This is an optimization exercise on Yosys and OpenROAD, whose aim is small area and a short achievable clock period, not a production implementation. In this exercise RTL edits were held to simulation tests only and were not proved equivalent to the original. No activity file was given, so power comes from the tool's default toggle rates.

// encoder_3c1s_18x18
module encoder_3c1s_18x18(datain, clock, codeout);
    input wire [219:0] datain;
    input wire clock;
    output wire [239:0] codeout;
    TNS_encoder_12 ecoder01( .datain(datain[10:0]), .clock(clock), .codeout(codeout[11:0]) );
    TNS_encoder_12 ecoder02( .datain(datain[21:11]), .clock(clock), .codeout(codeout[23:12]) );
    TNS_encoder_12 ecoder03( .datain(datain[32:22]), .clock(clock), .codeout(codeout[35:24]) );
    TNS_encoder_12 ecoder04( .datain(datain[43:33]), .clock(clock), .codeout(codeout[47:36]) );
    TNS_encoder_12 ecoder05( .datain(datain[54:44]), .clock(clock), .codeout(codeout[59:48]) );
    TNS_encoder_12 ecoder06( .datain(datain[65:55]), .clock(clock), .codeout(codeout[71:60]) );
    TNS_encoder_12 ecoder07( .datain(datain[76:66]), .clock(clock), .codeout(codeout[83:72]) );
    TNS_encoder_12 ecoder08( .datain(datain[87:77]), .clock(clock), .codeout(codeout[95:84]) );
    TNS_encoder_12 ecoder09( .datain(datain[98:88]), .clock(clock), .codeout(codeout[107:96]) );
  ...
For scale: roughly 6300 cells after synthesis, about 460 I/O pins, roughly 36000 sq um of cells after synthesis.
export LEC_CHECK = 0
export CAP_MARGIN = 20
export CORE_MARGIN = 2
export CORE_UTILIZATION = 40
export SLEW_MARGIN = 20
create_clock -name core_clock -period 12.0 [get_ports {clock}]
standard.sh (not shown) runs the stock make flow with config.mk's settings and CLKGATE_MAP_FILE= SYNTH_SCRIPT=/design/flow/synth_recipe.tcl, a recipe that flattens the netlist after the stock synthesis.
==> flow/flow/run.sh <==
#!/bin/bash
# Own layout flow: the standard synthesis, then the combinational logic between the
# registers is re-mapped with a stronger ABC script (registers, their names and cell types are
# kept as the standard synthesis made them), then the standard layout from floorplan on.
set -euo pipefail
W=$(pwd)
R=$W/orfs/results/$FLOW_PLATFORM/encoder_3c1s_18x18/base
YOSYS=yosys
[ -x "$FLOW_HOME/../tools/install/yosys/bin/yosys" ] && YOSYS=$FLOW_HOME/../tools/install/yosys/bin/yosys
LIB=$FLOW_HOME/platforms/$FLOW_PLATFORM/lib/sky130_fd_sc_hd__tt_025C_1v80.lib

bash standard.sh synth > std_synth.log 2>&1
cp $R/1_2_yosys.v $W/std_1_2_yosys.v

DU=""
for c in $(sed -n '/^export DONT_USE_CELLS/,/^$/p' $FLOW_HOME/platforms/$FLOW_PLATFORM/config.mk | grep -o 'sky130_fd_sc_hd__[a-z0-9_]*'); do
  DU="$DU -dont_use $c"
done
cat > $W/resyn.ys <<EOT
read_liberty -ignore_miss_func $LIB
blackbox sky130_fd_sc_hd__dfxtp_1
read_verilog $W/std_1_2_yosys.v
hierarchy -top $FLOW_TOP
flatten
opt -purge
abc -script $W/flow/resyn.abc -liberty $LIB $DU -D 12000
opt_clean -purge
hilomap -singleton -hicell sky130_fd_sc_hd__conb_1 HI -locell sky130_fd_sc_hd__conb_1 LO
splitnets
opt_clean -purge
rename -hide w:* x:* %d
stat -liberty $LIB
write_verilog -noattr -nohex -nodec $W/resyn_1_2_yosys.v
EOT
$YOSYS -s $W/resyn.ys > resyn.log 2>&1

# use the re-mapped netlist only if it keeps every register (name and cell type)
regs() { grep -E '^\s*sky130_fd_sc_hd__df' "$1" | awk '{print $1, $2}' | sort; }
if [ -s $W/resyn_1_2_yosys.v ] && [ "$(regs $W/std_1_2_yosys.v)" == "$(regs $W/resyn_1_2_yosys.v)" ]; then
  echo "using re-mapped netlist" > resyn_choice.log
  cp $W/resyn_1_2_yosys.v $R/1_2_yosys.v
  touch $R/1_2_yosys.v
else
  echo "registers differ; keeping the standard netlist" > resyn_choice.log
fi
bash standard.sh > layout.log 2>&1
==> flow/flow/resyn.abc <==
strash; dc2; dch -f; if -K 6 -a; mfs2; strash; dc2; dch -f; if -K 6 -a; mfs2; strash; dc2; dch -f; map; topo; stime -c; buffer -c; upsize -c; dnsize -c
The baseline went through all stages and came out clean.
Next try:
--- a/flow/flow/run.sh
+++ b/flow/flow/run.sh
@@ -44,3 +44,4 @@
   echo "registers differ; keeping the standard netlist" > resyn_choice.log
 fi
+export BUFFER_PORTS_ARGS="-buffer_cell sky130_fd_sc_hd__buf_2"
 bash standard.sh > layout.log 2>&1
What happened: Worst setup slack gets better by 0.69 ns; combinational power decreases by 10%; core utilization decreases by 2.8 points; cell count stays flat; count of clock-buffer cells in the layout decreases by 4; wire length decreases by 2.7%; fmax increases by 15%; flip-flop and latch count does not change.


## job 6020
Another version of the RTL of encoder_3c1s_18x18 (not shown whole).
For scale: ~4800 cells after synthesis, about 460 I/O pins, about 0.030 sq mm of cells after synthesis.
## encoder_3c1s_18x18
module encoder_3c1s_18x18(datain, clock, codeout);
    input wire [219:0] datain;
    input wire clock;
    output wire [239:0] codeout;
    TNS_encoder_12 ecoder01( .datain(datain[10:0]), .clock(clock), .codeout(codeout[11:0]) );
    TNS_encoder_12 ecoder02( .datain(datain[21:11]), .clock(clock), .codeout(codeout[23:12]) );
    TNS_encoder_12 ecoder03( .datain(datain[32:22]), .clock(clock), .codeout(codeout[35:24]) );
    TNS_encoder_12 ecoder04( .datain(datain[43:33]), .clock(clock), .codeout(codeout[47:36]) );
    TNS_encoder_12 ecoder05( .datain(datain[54:44]), .clock(clock), .codeout(codeout[59:48]) );
    TNS_encoder_12 ecoder06( .datain(datain[65:55]), .clock(clock), .codeout(codeout[71:60]) );
    TNS_encoder_12 ecoder07( .datain(datain[76:66]), .clock(clock), .codeout(codeout[83:72]) );
    TNS_encoder_12 ecoder08( .datain(datain[87:77]), .clock(clock), .codeout(codeout[95:84]) );
    TNS_encoder_12 ecoder09( .datain(datain[98:88]), .clock(clock), .codeout(codeout[107:96]) );
    TNS_encoder_12 ecoder10( .datain(datain[109:99]), .clock(clock), .codeout(codeout[119:108]) );
    TNS_encoder_12 ecoder11( .datain(datain[120:110]), .clock(clock), .codeout(codeout[131:120]) );
    TNS_encoder_12 ecoder12( .datain(datain[131:121]), .clock(clock), .codeout(codeout[143:132]) );
    TNS_encoder_12 ecoder13( .datain(datain[142:132]), .clock(clock), .codeout(codeout[155:144]) );
    TNS_encoder_12 ecoder14( .datain(datain[153:143]), .clock(clock), .codeout(codeout[167:156]) );
    TNS_encoder_12 ecoder15( .datain(datain[164:154]), .clock(clock), .codeout(codeout[179:168]) );
    TNS_encoder_12 ecoder16( .datain(datain[175:165]), .clock(clock), .codeout(codeout[191:180]) );
    TNS_encoder_12 ecoder17( .datain(datain[186:176]), .clock(clock), .codeout(codeout[203:192]) );
    TNS_encoder_12 ecoder18( .datain(datain[197:187]), .clock(clock), .codeout(codeout[215:204]) );
    TNS_encoder_12 ecoder19( .datain(datain[208:198]), .clock(clock), .codeout(codeout[227:216]) );
  ...
==> flow/config.mk <==
export PLATFORM = sky130hd
export DESIGN_NAME = encoder_3c1s_18x18
export DESIGN_NICKNAME = encoder_3c1s_18x18
export VERILOG_FILES = /design/flow/design.v
export SDC_FILE = /design/flow/constraint.sdc
export NUM_CORES = 4
export LEC_CHECK = 0
export CAP_MARGIN = 20
export CORE_MARGIN = 2
export CORE_UTILIZATION = 40
export CTS_BUF_LIST = sky130_fd_sc_hd__clkbuf_4 sky130_fd_sc_hd__clkbuf_8
export SLEW_MARGIN = 20
==> flow/constraint.sdc <==
create_clock -name core_clock -period 12.0 [get_ports {clock}]
set_input_delay 2.4000 -clock core_clock [delete_from_list [all_inputs] [get_ports {clock}]]
set_output_delay 2.4000 -clock core_clock [all_outputs]
set_load 0.01 [all_outputs]
==> flow/flow/run.sh <==
#!/bin/bash
# Own layout flow. The standard synthesis runs first, for reference. Then our own synthesis of
# the same RTL: Yosys's generic synthesis (no fsm/share passes, flattened) without its adder
# extraction, and a light ABC mapping that keeps the structure of the logic as the RTL gives it.
# Its registers are renamed to the standard synthesis's names (paired by the port each drives,
# same cell types), and it replaces the standard netlist if that pairing succeeds. Then the standard flow's
# standard layout runs from floorplan on, with buf_2 cells as the port buffers.
set -euo pipefail
W=$(pwd)
R=$W/orfs/results/$FLOW_PLATFORM/encoder_3c1s_18x18/base
YOSYS=yosys
[ -x "$FLOW_HOME/../tools/install/yosys/bin/yosys" ] && YOSYS=$FLOW_HOME/../tools/install/yosys/bin/yosys
LIB=$FLOW_HOME/platforms/$FLOW_PLATFORM/lib/sky130_fd_sc_hd__tt_025C_1v80.lib

bash standard.sh synth > std_synth.log 2>&1
cp $R/1_2_yosys.v $W/std_1_2_yosys.v

DU=""
for c in $(sed -n '/^export DONT_USE_CELLS/,/^$/p' $FLOW_HOME/platforms/$FLOW_PLATFORM/config.mk | grep -o 'sky130_fd_sc_hd__[a-z0-9_]*'); do
  DU="$DU -dont_use $c"
done
cat > $W/own_synth.ys <<EOT
read_verilog -sv $FLOW_DESIGN
synth -flatten -nofsm -noshare -noabc -top $FLOW_TOP
opt -purge
dfflibmap -liberty $LIB $DU
opt
abc -script $W/flow/map.abc -liberty $LIB $DU -D 12000
opt_clean -purge
hilomap -singleton -hicell sky130_fd_sc_hd__conb_1 HI -locell sky130_fd_sc_hd__conb_1 LO
splitnets
opt_clean -purge
rename -hide w:* x:* %d
stat -liberty $LIB
write_verilog -noattr -nohex -nodec $W/own_1_2_yosys.v
EOT
if $YOSYS -s $W/own_synth.ys > own_synth.log 2>&1 && \
   python3 $W/flow/regnames.py $W/std_1_2_yosys.v $W/own_1_2_yosys.v $W/own_named_1_2_yosys.v > regnames.log 2>&1; then
  echo "using own synthesis" > synth_choice.log
  cp $W/own_named_1_2_yosys.v $R/1_2_yosys.v
  touch $R/1_2_yosys.v
else
  echo "own synthesis failed or registers differ; keeping the standard netlist" > synth_choice.log
fi
export BUFFER_PORTS_ARGS="-buffer_cell sky130_fd_sc_hd__buf_2"
# ask the repair steps for more setup slack than the constraints need, to shorten the period
export SETUP_SLACK_MARGIN=7.6
bash standard.sh > layout.log 2>&1
Other scripts of this flow, unchanged in this note and not shown: flow/flow/map.abc, flow/flow/regnames.py
The inputs of job 6877 differ from those of job 6020 as listed below.
--- a/flow/flow/run.sh
+++ b/flow/flow/run.sh
@@ -47 +47 @@
-export SETUP_SLACK_MARGIN=7.6
+export SETUP_SLACK_MARGIN=8.2
--- a/flow/config.mk
+++ b/flow/config.mk
@@ -11 +10,0 @@
-export CTS_BUF_LIST = sky130_fd_sc_hd__clkbuf_4 sky130_fd_sc_hd__clkbuf_8
Findings:
- In job 6877 the number of buffers outside the clock class in the layout turned out 724 higher than in job 6020.
- Leakage component of the power (job 6020 / job 6877): 0.73
- After detailed routing, job 6020 needs less wire than job 6877.
- Part of the power in the clock network was higher in job 6020 than in job 6877.
The inputs of job 5506 differ from those of job 6877 as listed below.
--- a/flow/flow/run.sh
+++ b/flow/flow/run.sh
@@ -47 +47 @@
-export SETUP_SLACK_MARGIN=8.2
+export SETUP_SLACK_MARGIN=7.6
--- a/flow/config.mk
+++ b/flow/config.mk
@@ -10 +10 @@
-export CORE_UTILIZATION = 40
+export CORE_UTILIZATION = 55
Row non-clock buffer count: job 5506 lower / job 6877 higher
The lower sequential share of cell area came out of job 6877.
Total power: job 5506 lower than job 6877
Per the comparison of job 5506 with job 6877, clock network fraction of total power went up 3.2 points; area overhead of the layout relative to synthesis went down 55 points; multi-input gate area in the final layout went down about 24%; amount of wire on met2 after detailed routing went down about 30%.
Across both runs, effective utilization at floorplan was higher for job 5506 than for job 6877.
Job 5506 ends up with a delay of the slowest critical-path stage that is 0.03 ns lower than in job 6877.
Compared with job 6877, job 5506 shows a higher arrival time of data at the critical path endpoint.
Job 5506 vs job 6877 — final area dropped by more than a quarter
Input-level comparison between job 6600 and job 5506:
--- a/flow/flow/run.sh
+++ b/flow/flow/run.sh
@@ -46,2 +45,0 @@
-# ask the repair steps for more setup slack than the constraints need, to shorten the period
-export SETUP_SLACK_MARGIN=7.6
--- a/flow/config.mk
+++ b/flow/config.mk
@@ -10 +10 @@
-export CORE_UTILIZATION = 55
+export CORE_UTILIZATION = 40
--- outcome ---
The final layout from job 6600, which completed every stage, passed the timing, DRC and antenna checks at the end of the flow.
In the reports for job 5506 and job 6600, the larger count of cells along the worst register-to-register path belongs to job 6600.
Between job 5506 and job 6600, the cell count went up.
Job 5506 fits on a die that is smaller than the die of job 6600.
Routed length on met2 was higher in job 6600 than in job 5506.
Routed wire in job 6600 totals more than in job 5506.
Cmp job 5506 and job 6600 / die width / lower: job 5506
Job 5506 and job 6600 ended up with nearly the same clock-cell share of area.
Looking only at combinational power, and setting everything else aside, the lower value of job 5506 and job 6600 goes to job 6600.

re-timing with driven ports:
In the flow no input, the clock included, has a driving cell. The finished layouts below were timed again as built, in two steps.
Step 1, drivers: a clkbuf_16 drives clock and a buf_2 each remaining input, both assumed.
Step 2 moves the port delays by t, midway between the first and last clock arrival at a register: inputs arrive t later, outputs are due t later. That takes back most of the time a late clock gives input paths.
a / b / c = no drivers / after step 1 / after step 2; a / b = the first two.
run	shift t [ns]	slack for setup (ns)	slew at the worst register clock pin (ns)
the first run of note 1	0.677	6.695 / 6.727 / 6.050	0.06 / 0.06
the second run of note 1	0.654	7.389 / 7.426 / 6.772	0.07 / 0.07
job 6020	0.711	7.760 / 7.768 / 7.057	0.06 / 0.06
job 6877	0.635	7.900 / 7.782 / 7.148	0.07 / 0.07
job 5506	0.613	7.751 / 7.775 / 7.162	0.06 / 0.06
job 6600	0.616	7.579 / 7.594 / 6.978	0.06 / 0.06
After both steps setup and hold are still met in every run listed. For job 6877, which loses most, drivers alone change the setup slack by -0.118 ns; drivers and shift together by -0.752 ns.
